This design comes from an exercise in tuning for small area, a short achievable clock period and few clock cycles on the open sky130 flow, not from production work.

==> flow/design.v <==
module EC_2(
    input  logic       Enter,
    input  logic       Clk,
    input  logic       Reset,
    input  logic [7:0] Data_input,
    input  logic       Load_en,
    input  logic [4:0] Load_addr,
    input  logic [7:0] Load_data,
    output logic       Halt,
    output logic       In_wait,
    output logic [7:0] Data_output
    );
    localparam logic [2:0] OP_LOAD  = 3'd0;
    localparam logic [2:0] OP_STORE = 3'd1;
    localparam logic [2:0] OP_ADD   = 3'd2;
    localparam logic [2:0] OP_SUB   = 3'd3;
    localparam logic [2:0] OP_IN    = 3'd4;
    localparam logic [2:0] OP_JZ    = 3'd5;
    localparam logic [2:0] OP_JPOS  = 3'd6;
    localparam logic [2:0] OP_HALT  = 3'd7;
    logic [7:0] mem [0:31];
    logic [4:0] pc;       
    logic [4:0] pcn;      
    logic [7:0] ir_d;     
    logic       vd;       
    logic [4:0] ir_e;     
    logic       e_ld, e_st, e_add, e_sub;
    logic [7:0] opnd;     
    logic       tk;       
    logic [7:0] a;
    logic       halt_r;   
    logic       inw;      
    wire stall = halt_r | (inw & ~Enter);
    wire       nx_valid = tk | vd;
    wire [7:0] nx_word  = tk ? opnd : ir_d;
    wire [2:0] nx_op    = nx_word[7:5];
    wire [4:0] ra       = nx_word[4:0];
    wire [7:0] bx    = opnd ^ {8{e_sub}};
    wire [7:0] g0    = a & bx;
    wire [7:0] p0    = a ^ bx;
    wire [7:0] gk = {g0[7:1], g0[0] | (p0[0] & e_sub)};
    wire [7:0] pk = {p0[7:1], 1'b0};
    wire [7:0] g1 = gk | (pk & {gk[6:0], 1'b0});
    wire [7:0] p1 = pk & {pk[6:0], 1'b0};
    wire [7:0] g2 = g1 | (p1 & {g1[5:0], 2'b0});
    wire [7:0] p2 = p1 & {p1[5:0], 2'b0};
    wire [7:0] g3 = g2 | (p2 & {g2[3:0], 4'b0});
    wire [7:0] carry = {g3[6:0], e_sub};
    wire [7:0] sum   = p0 ^ carry;
    wire [7:0] ab_x     = a ^ opnd;
    wire       add_zero = (ab_x == {a[6:0] | opnd[6:0], 1'b0});
    wire       sub_zero = (ab_x == 8'd0);
    wire e_keep = ~(e_ld | e_add | e_sub | inw);
    wire [7:0] a_nx = ({8{e_ld}}          & opnd) |
                      ({8{e_add | e_sub}} & sum) |
                      ({8{inw}}           & Data_input) |
                      ({8{e_keep}}        & a);
    wire z_nx = (e_ld  & (opnd == 8'd0)) |
                (e_add & add_zero) |
                (e_sub & sub_zero) |
                (inw   & (Data_input == 8'd0)) |
                (e_keep & (a == 8'd0));
    logic [7:0] rd_op, rd_f;
    always_comb begin
        rd_op = 8'd0;
        rd_f  = 8'd0;
        for (int i = 0; i < 32; i++) begin
            rd_op = rd_op | (mem[i] & {8{ra == 5'(i)}});
            rd_f  = rd_f  | (mem[i] & {8{pc == 5'(i)}});
        end
    end
    wire [7:0] op_nx = (e_st && ir_e == ra) ? a : rd_op;
    wire       nx_store = nx_valid & (nx_op == OP_STORE);
    wire       refetch  = nx_store & (ra == pc);
    wire [7:0] f_nx = (e_st && ir_e == pc) ? a : rd_f;
    wire tk_nx = nx_valid & (((nx_op == OP_JZ) & z_nx) |
                             ((nx_op == OP_JPOS) & ~a_nx[7]));
    function automatic logic [4:0] inc5(input logic [4:0] x);
        inc5 = {x[4] ^ (&x[3:0]), x[3] ^ (&x[2:0]), x[2] ^ (&x[1:0]), x[1] ^ x[0], ~x[0]};
    endfunction
    wire [4:0] ird_p1 = inc5(ir_d[4:0]);
    wire [4:0] opn_p1 = inc5(opnd[4:0]);
    wire [4:0] ra_p1  = tk ? opn_p1 : ird_p1;
    wire [4:0] ra_p2  = inc5(ra_p1);
    wire [4:0] pcn_p1 = inc5(pcn);
    wire [4:0] pc_nx  = tk_nx ? ra_p1 : refetch ? pc  : pcn;
    wire [4:0] pcn_nx = tk_nx ? ra_p2 : refetch ? pcn : pcn_p1;
    always_ff @(posedge Clk or posedge Reset) begin
        if (Reset) begin
            pc     <= 5'd0;
            pcn    <= 5'd1;
            vd     <= 1'b0;
            a      <= 8'd0;
            e_ld   <= 1'b0;
            e_st   <= 1'b0;
            e_add  <= 1'b0;
            e_sub  <= 1'b0;
            tk     <= 1'b0;
            halt_r <= 1'b0;
            inw    <= 1'b0;
        end else if (!stall) begin
            pc     <= pc_nx;
            pcn    <= pcn_nx;
            vd     <= ~refetch;
            a      <= a_nx;
            e_ld   <= nx_valid & (nx_op == OP_LOAD);
            e_st   <= nx_store;
            e_add  <= nx_valid & (nx_op == OP_ADD);
            e_sub  <= nx_valid & (nx_op == OP_SUB);
            tk     <= tk_nx;
            halt_r <= nx_valid & (nx_op == OP_HALT);
            inw    <= nx_valid & (nx_op == OP_IN);
        end
    end
    always_ff @(posedge Clk) begin
        if (!stall)
            ir_d <= f_nx;
    end
    always_ff @(posedge Clk) begin
        ir_e <= ra;
        opnd <= op_nx;
    end
    logic       ld_en;
    logic [4:0] ld_addr;
    logic [7:0] ld_data;
    always_ff @(posedge Clk) begin
        ld_en   <= Load_en;
        ld_addr <= Load_addr;
        ld_data <= Load_data;
    end
    always_ff @(posedge Clk) begin
        if (ld_en)
            mem[ld_addr] <= ld_data;
        else if (e_st)
            mem[ir_e] <= a;
    end
    assign Halt        = halt_r;
    assign In_wait     = inw;
    assign Data_output = a;
endmodule
export LEC_CHECK = 0
export CAP_MARGIN = 20
export CORE_MARGIN = 2
export CORE_UTILIZATION = 45
export SETUP_SLACK_MARGIN = 5
export SLEW_MARGIN = 20
export TNS_END_PERCENT = 100
create_clock -name core_clock -period 8.0 [get_ports {Clk}]
standard.sh (not shown) runs the stock make flow with config.mk's settings and CLKGATE_MAP_FILE= SYNTH_SCRIPT=/design/flow/synth_recipe.tcl, a recipe that flattens the netlist after the stock synthesis.
==> flow/flow/run.sh <==
#!/bin/bash
# Own layout flow: the standard flow (standard.sh) with three changes.
#  - sky130_fd_sc_hd__a222oi_1 is added to the platform's don't-use cells.
#    It has no stronger size, and as the last gate of a memory read it drives
#    a long wire slowly, which the resizer cannot fix.
#  - Ports are buffered with buf_4 rather than the default choice (a slow
#    clkdlybuf4s50_1 on the outputs).
#  - Clock tree synthesis runs with the usual arguments plus
#    -dont_use_dummy_load, so it adds no dummy load cells to the clock tree,
#    and with larger sink clusters (24 sinks, 80 um) on the default buffers.
# Everything else, including the synthesis script, is the standard flow.
# Each ORFS step logs to orfs/logs/...; make's own output goes to
# flow_make.log here.
set -euo pipefail
PLATFORM_DONT_USE="sky130_fd_sc_hd__probe_p_8 sky130_fd_sc_hd__probec_p_8 sky130_fd_sc_hd__lpflow_bleeder_1 sky130_fd_sc_hd__lpflow_clkbufkapwr_1 sky130_fd_sc_hd__lpflow_clkbufkapwr_16 sky130_fd_sc_hd__lpflow_clkbufkapwr_2 sky130_fd_sc_hd__lpflow_clkbufkapwr_4 sky130_fd_sc_hd__lpflow_clkbufkapwr_8 sky130_fd_sc_hd__lpflow_clkinvkapwr_1 sky130_fd_sc_hd__lpflow_clkinvkapwr_16 sky130_fd_sc_hd__lpflow_clkinvkapwr_2 sky130_fd_sc_hd__lpflow_clkinvkapwr_4 sky130_fd_sc_hd__lpflow_clkinvkapwr_8 sky130_fd_sc_hd__lpflow_decapkapwr_12 sky130_fd_sc_hd__lpflow_decapkapwr_3 sky130_fd_sc_hd__lpflow_decapkapwr_4 sky130_fd_sc_hd__lpflow_decapkapwr_6 sky130_fd_sc_hd__lpflow_decapkapwr_8 sky130_fd_sc_hd__lpflow_inputiso0n_1 sky130_fd_sc_hd__lpflow_inputiso0p_1 sky130_fd_sc_hd__lpflow_inputiso1n_1 sky130_fd_sc_hd__lpflow_inputiso1p_1 sky130_fd_sc_hd__lpflow_inputisolatch_1 sky130_fd_sc_hd__lpflow_isobufsrc_1 sky130_fd_sc_hd__lpflow_isobufsrc_16 sky130_fd_sc_hd__lpflow_isobufsrc_2 sky130_fd_sc_hd__lpflow_isobufsrc_4 sky130_fd_sc_hd__lpflow_isobufsrc_8 sky130_fd_sc_hd__lpflow_isobufsrckapwr_16 sky130_fd_sc_hd__lpflow_lsbuf_lh_hl_isowell_tap_1 sky130_fd_sc_hd__lpflow_lsbuf_lh_hl_isowell_tap_2 sky130_fd_sc_hd__lpflow_lsbuf_lh_hl_isowell_tap_4 sky130_fd_sc_hd__lpflow_lsbuf_lh_isowell_4 sky130_fd_sc_hd__lpflow_lsbuf_lh_isowell_tap_1 sky130_fd_sc_hd__lpflow_lsbuf_lh_isowell_tap_2 sky130_fd_sc_hd__lpflow_lsbuf_lh_isowell_tap_4 "
bash standard.sh finish \
  DONT_USE_CELLS="$PLATFORM_DONT_USE sky130_fd_sc_hd__a222oi_1" \
  BUFFER_PORTS_ARGS="-buffer_cell sky130_fd_sc_hd__buf_4" \
  CTS_ARGS="-sink_clustering_enable -repair_clock_nets -dont_use_dummy_load -sink_clustering_size 24 -sink_clustering_max_diameter 80" \
  > flow_make.log 2>&1
The starting point finished clean.
Then changed:
--- a/flow/design.v
+++ b/flow/design.v
@@ -127,13 +127,14 @@
         ld_en   <= Load_en;
         ld_addr <= Load_addr;
         ld_data <= Load_data;
     end
+    wire       wen   = ld_en | e_st;
+    wire [4:0] waddr = ld_en ? ld_addr : ir_e;
+    wire [7:0] wdata = ld_en ? ld_data : a;
     always_ff @(posedge Clk) begin
-        if (ld_en)
-            mem[ld_addr] <= ld_data;
-        else if (e_st)
-            mem[ir_e] <= a;
+        if (wen)
+            mem[waddr] <= wdata;
     end
     assign Halt        = halt_r;
     assign In_wait     = inw;
     assign Data_output = a;
After rerunning:
- routed wire length increases by 0.89%
- die area went down by 0.31%
- setup slack improved by 0.025 ns
- worst hold slack is worse by 0.023 ns
- flip-flop and latch count does not change
- first-iteration DRC count grows by 22%
No run of this note included a check of the RTL's function; only the layout flow was run.

## re-timing with driven ports
The results above use ideal ports. As a check the final layouts listed here were re-extracted and re-timed, cells and wires unchanged.
Step 1 sets driving cells, clkbuf_16 on the clock port and buf_2 on the other inputs (assumed; they add their load-dependent delay and slew).
Step 2 times the ports against the registers' clock, not the clock port: input delays grow and output delays shrink by t, the midpoint of the rising clock arrivals with the driver on.
Three values: ideal, step 1, step 2; two values: the first two.
| run | t, ns | setup slack, ns | latest minus earliest clock arrival (ns) | pins driven straight from the clock port |
|---|---|---|---|---|
| the first run | 0.593 | 4.890 / 4.890 / 4.593 | 0.048 / 0.047 | 1 |
| the second run | 0.595 | 4.915 / 4.915 / 4.542 | 0.047 / 0.047 | 1 |
After both steps every run listed still meets setup and hold. For the second run, which loses most, drivers alone change the setup slack by 0.000 ns; drivers and shift together by -0.373 ns.
